From an optimization exercise on the open Yosys and OpenROAD flow, aimed at small area, a short achievable clock period and few clock cycles per item; shortcuts taken in it are not production practice.

== TR ==
==> flow/design.v <==
module ysyx_23060203_LZC (
  input [31:0] x,
  output [5:0] z
);
  wire [15:0] v0;
  wire [15:0] z0;
  wire [7:0] v1;
  wire [15:0] z1;
  wire [3:0] v2;
  wire [11:0] z2;
  wire [1:0] v3;
  wire [7:0] z3;
  genvar i;
  generate
    for (i = 0; i < 16; i = i + 1) begin : g0
      assign v0[i] = x[2*i+1] | x[2*i];
      assign z0[i] = ~x[2*i+1];
    end
    for (i = 0; i < 8; i = i + 1) begin : g1
      assign v1[i] = v0[2*i+1] | v0[2*i];
      assign z1[2*i+1:2*i] = v0[2*i+1] ? {1'b0, z0[2*i+1]} : {1'b1, z0[2*i]};
    end
    for (i = 0; i < 4; i = i + 1) begin : g2
      assign v2[i] = v1[2*i+1] | v1[2*i];
      assign z2[3*i+2:3*i] = v1[2*i+1] ? {1'b0, z1[4*i+3:4*i+2]} : {1'b1, z1[4*i+1:4*i]};
    end
    for (i = 0; i < 2; i = i + 1) begin : g3
      assign v3[i] = v2[2*i+1] | v2[2*i];
      assign z3[4*i+3:4*i] = v2[2*i+1] ? {1'b0, z2[6*i+5:6*i+3]} : {1'b1, z2[6*i+2:6*i]};
    end
  endgenerate
  assign z = v3[1] ? {2'b00, z3[7:4]} : (v3[0] ? {2'b01, z3[3:0]} : 6'd32);
endmodule
module ysyx_23060203_MDU (
  input clock, reset,
  input flush,
  output in_ready,
  input in_valid,
  input [2:0] in_op,  
  input [31:0] in_a, in_b,
  input out_ready,
  output out_valid,
  output [31:0] out_data
);
  localparam S_IDLE = 3'd0, S_PREP = 3'd1, S_TRIP = 3'd2, S_RUN = 3'd3,
             S_DONE = 3'd4;
  reg [2:0] st;
  reg [2:0] op;
  reg [5:0] cnt;
  reg neg;
  reg [33:0] H, T;
  reg [31:0] L, A;
  wire fire = in_valid & in_ready;
  assign in_ready = (st == S_IDLE) | ((st == S_DONE) & out_ready);
  assign out_valid = st == S_DONE;
  wire is_div = op[2];
  wire in_div = in_op[2];
  wire a_signed = in_div ? ~in_op[0] : (in_op[1:0] != 2'd3);
  wire b_signed = in_div ? ~in_op[0] : ~in_op[1];
  wire sa = a_signed & in_a[31];
  wire sb = b_signed & in_b[31];
  wire [31:0] ua = sa ? -in_a : in_a;
  wire [31:0] ub = sb ? -in_b : in_b;
  wire [5:0] za_in, zb_in;
  ysyx_23060203_LZC lza (.x(ua), .z(za_in));
  ysyx_23060203_LZC lzb (.x(ub), .z(zb_in));
  wire bz_in = in_b == 32'd0;
  wire neg_in = in_div ? (in_op[1] ? sa : (sa ^ sb) & ~bz_in) : (sa ^ sb);
  wire [5:0] za = H[5:0];
  wire [5:0] zb = H[11:6];
  wire [6:0] k = {1'b0, zb} - {1'b0, za};
  wire kneg = k[6];
  wire swap = kneg;  
  wire [31:0] mcand = swap ? A : L;
  wire [31:0] mplier = swap ? L : A;
  wire [5:0] zm = swap ? za : zb;
  wire bz = zb[5];
  wire [4:0] sh_amt = is_div ? k[4:0] : {zm[4:1], 1'b0};
  wire [31:0] sh_in = is_div ? A : mplier;
  wire [31:0] sh_out = sh_in << sh_amt;
  wire [5:0] steps = is_div ? ((bz | kneg) ? 6'd0 : {1'b0, k[4:0]} + 6'd1)
                            : (zm[5] ? 6'd0 : 6'd15 - {2'b0, zm[4:1]});
  wire [1:0] d = (is_div | (st == S_TRIP)) ? 2'b01 : H[33:32];
  reg [33:0] m;
  always @* begin
    case (d)
      2'd0: m = 34'd0;
      2'd1: m = {2'b00, A};
      2'd2: m = {1'b0, A, 1'b0};
      default: m = T;
    endcase
  end
  wire [34:0] sum = {3'b000, L} + {1'b0, m} + {34'd0, is_div};
  wire [2:0] cy = sum[34:32];
  wire ge = sum[32];
  wire [33:0] tri_a = {sum[33:32] + {1'b0, A[31]}, sum[31:0]};
  reg [33:0] x0;
  always @* begin
    case (H[33:32])
      2'd0: x0 = 34'd0;
      2'd1: x0 = {2'b00, A};
      2'd2: x0 = {1'b0, A, 1'b0};
      default: x0 = tri_a;
    endcase
  end
  wire [2:0] hlo = {1'b0, H[1:0]} + cy;
  wire [29:0] hhi = hlo[2] ? H[31:2] + 30'd1 : H[31:2];
  wire hi = ~is_div & (op[1:0] != 2'd0);
  wire [31:0] plo = {H[1:0], L[31:2]};
  wire [31:0] x = hi ? H[33:2] : (is_div ? (op[1] ? L : H[31:0]) : plo);
  wire xc = hi ? (plo == 32'd0) : 1'b1;
  wire [31:0] nx = ~x + {31'd0, xc};
  always @(posedge clock) begin
    if (reset) begin
      st <= S_IDLE;
    end else if (fire) begin
      st <= S_PREP;
    end else if (flush) begin
      st <= S_IDLE;
    end else begin
      case (st)
        S_PREP: st <= is_div ? ((steps != 6'd0) ? S_RUN : S_DONE)
                             : S_TRIP;
        S_TRIP: st <= (cnt != 6'd0) ? S_RUN : S_DONE;
        S_RUN: if (cnt == 6'd1) st <= S_DONE;
        S_DONE: if (out_ready) st <= S_IDLE;
        default: st <= S_IDLE;
      endcase
    end
  end
  always @(posedge clock) begin
    if (fire) begin
      op <= in_op;
      neg <= neg_in;
      L <= ua;
      A <= ub;
      H[11:0] <= {zb_in, za_in};
    end else if (st == S_PREP) begin
      cnt <= steps;
      if (is_div) begin
        A <= ~sh_out;
        H <= {34{bz}};
      end else begin
        L <= {mcand[30:0], 1'b0};
        A <= mcand;
        H <= {sh_out, 2'b00};
      end
    end else if (st == S_TRIP) begin
      T <= tri_a;
      H <= {H[31:2], x0[33:30]};
      L <= {x0[29:0], 2'b00};
    end else if (st == S_RUN) begin
      cnt <= cnt - 6'd1;
      if (is_div) begin
        if (ge) L <= sum[31:0];
        A <= {1'b1, A[31:1]};
        H <= {H[32:0], ge};
      end else begin
        L <= {sum[29:0], 2'b00};
        H <= {hhi, hlo[1:0], sum[31:30]};
      end
    end
  end
  assign out_data = neg ? nx : x;
endmodule
make LEC_CHECK=0 CAP_MARGIN=20 CORE_MARGIN=2 CORE_UTILIZATION=40 SETUP_SLACK_MARGIN=3.0 SLEW_MARGIN=20 finish   # period 7.0 ns
run.sh (not shown) runs the stock make flow with config.mk's settings and CLKGATE_MAP_FILE= SYNTH_SCRIPT=/design/flow/synth_recipe.tcl, a recipe that flattens the netlist after the stock synthesis.
TR: done, clean on timing, DRC and antenna
The inputs of AL differ from those of TR as listed below.
--- a/flow/design.v
+++ b/flow/design.v
@@ -42,15 +42,15 @@
   output out_valid,
   output [31:0] out_data
 );
   localparam S_IDLE = 3'd0, S_PREP = 3'd1, S_TRIP = 3'd2, S_RUN = 3'd3,
-             S_DONE = 3'd4;
+             S_FIX = 3'd4, S_DONE = 3'd5;
   reg [2:0] st;
   reg [2:0] op;
   reg [5:0] cnt;
   reg neg;
   reg [33:0] H, T;
-  reg [31:0] L, A;
+  reg [31:0] L, A, B;
   wire fire = in_valid & in_ready;
   assign in_ready = (st == S_IDLE) | ((st == S_DONE) & out_ready);
   assign out_valid = st == S_DONE;
   wire is_div = op[2];
@@ -79,9 +79,9 @@
   wire [31:0] sh_in = is_div ? A : mplier;
   wire [31:0] sh_out = sh_in << sh_amt;
   wire [5:0] steps = is_div ? ((bz | kneg) ? 6'd0 : {1'b0, k[4:0]} + 6'd1)
                             : (zm[5] ? 6'd0 : 6'd15 - {2'b0, zm[4:1]});
-  wire [1:0] d = (is_div | (st == S_TRIP)) ? 2'b01 : H[33:32];
+  wire [1:0] d = (is_div | (st == S_TRIP)) ? 2'b01 : B[31:30];
   reg [33:0] m;
   always @* begin
     case (d)
       2'd0: m = 34'd0;
@@ -95,9 +95,9 @@
   wire ge = sum[32];
   wire [33:0] tri_a = {sum[33:32] + {1'b0, A[31]}, sum[31:0]};
   reg [33:0] x0;
   always @* begin
-    case (H[33:32])
+    case (B[31:30])
       2'd0: x0 = 34'd0;
       2'd1: x0 = {2'b00, A};
       2'd2: x0 = {1'b0, A, 1'b0};
       default: x0 = tri_a;
@@ -106,9 +106,9 @@
   wire [2:0] hlo = {1'b0, H[1:0]} + cy;
   wire [29:0] hhi = hlo[2] ? H[31:2] + 30'd1 : H[31:2];
   wire hi = ~is_div & (op[1:0] != 2'd0);
   wire [31:0] plo = {H[1:0], L[31:2]};
-  wire [31:0] x = hi ? H[33:2] : (is_div ? (op[1] ? L : H[31:0]) : plo);
+  wire [31:0] x = hi ? H[33:2] : (is_div ? (op[1] ? L : B) : plo);
   wire xc = hi ? (plo == 32'd0) : 1'b1;
   wire [31:0] nx = ~x + {31'd0, xc};
   always @(posedge clock) begin
     if (reset) begin
@@ -118,12 +118,13 @@
     end else if (flush) begin
       st <= S_IDLE;
     end else begin
       case (st)
-        S_PREP: st <= is_div ? ((steps != 6'd0) ? S_RUN : S_DONE)
+        S_PREP: st <= is_div ? ((steps != 6'd0) ? S_RUN : (neg ? S_FIX : S_DONE))
                              : S_TRIP;
-        S_TRIP: st <= (cnt != 6'd0) ? S_RUN : S_DONE;
-        S_RUN: if (cnt == 6'd1) st <= S_DONE;
+        S_TRIP: st <= (cnt != 6'd0) ? S_RUN : (neg ? S_FIX : S_DONE);
+        S_RUN: if (cnt == 6'd1) st <= neg ? S_FIX : S_DONE;
+        S_FIX: st <= S_DONE;
         S_DONE: if (out_ready) st <= S_IDLE;
         default: st <= S_IDLE;
       endcase
     end
@@ -138,28 +139,33 @@
     end else if (st == S_PREP) begin
       cnt <= steps;
       if (is_div) begin
         A <= ~sh_out;
-        H <= {34{bz}};
+        B <= {32{bz}};
       end else begin
         L <= {mcand[30:0], 1'b0};
         A <= mcand;
-        H <= {sh_out, 2'b00};
+        B <= sh_out;
       end
     end else if (st == S_TRIP) begin
       T <= tri_a;
-      H <= {H[31:2], x0[33:30]};
+      H <= {30'd0, x0[33:30]};
       L <= {x0[29:0], 2'b00};
+      B <= {B[29:0], 2'b00};
     end else if (st == S_RUN) begin
       cnt <= cnt - 6'd1;
       if (is_div) begin
         if (ge) L <= sum[31:0];
         A <= {1'b1, A[31:1]};
-        H <= {H[32:0], ge};
+        B <= {B[30:0], ge};
       end else begin
         L <= {sum[29:0], 2'b00};
         H <= {hhi, hlo[1:0], sum[31:30]};
+        B <= {B[29:0], 2'b00};
       end
+    end else if (st == S_FIX) begin
+      L <= nx;
     end
   end
-  assign out_data = neg ? nx : x;
+  wire sel_l = neg | (is_div & op[1]);
+  assign out_data = sel_l ? L : x;
 endmodule
==> notes.md <==
- AL closes out successfully: all stages finished, all timing, DRC and antenna checks passed.
- Delta (AL minus TR): non-clock buffer count went down by 156, share of the synthesized area in compound gates (AO/OA/AOI/OAI) went down by 2.0 points, die width went up by about 3.4%, routed wire length went up by 4.8 mm.
- The lower detailed route wirelength on metal3 of AL and TR is in TR.
- Of AL and TR, it is AL that has the higher portion of the clock cycle consumed by the worst path in the final layout.
No functional check of the RTL was part of any run of this note.

port drivers added, routing unchanged:
In the flow no input, the clock included, has a driving cell. The finished layouts below were timed again as built, in two steps.
Step 1: set_driving_cell puts a clkbuf_16 on clock and a buf_2 on each other input, an assumption about the parent block.
Step 2, shift: input delay + t, output delay - t, t = (earliest + latest rising clock arrival at the registers) / 2. This alone moves slack from input paths to output paths.
Slacks: ideal ports / drivers / drivers and shift; pairs: ideal ports / drivers.
run	shift t [ns]	slack for setup (ns)	latest minus earliest clock arrival (ns)
TR	0.536	1.207 / 1.207 / 1.207	0.020 / 0.019
AL	0.571	1.102 / 1.102 / 1.102	0.019 / 0.019
After both steps setup and hold are still met in every run listed.
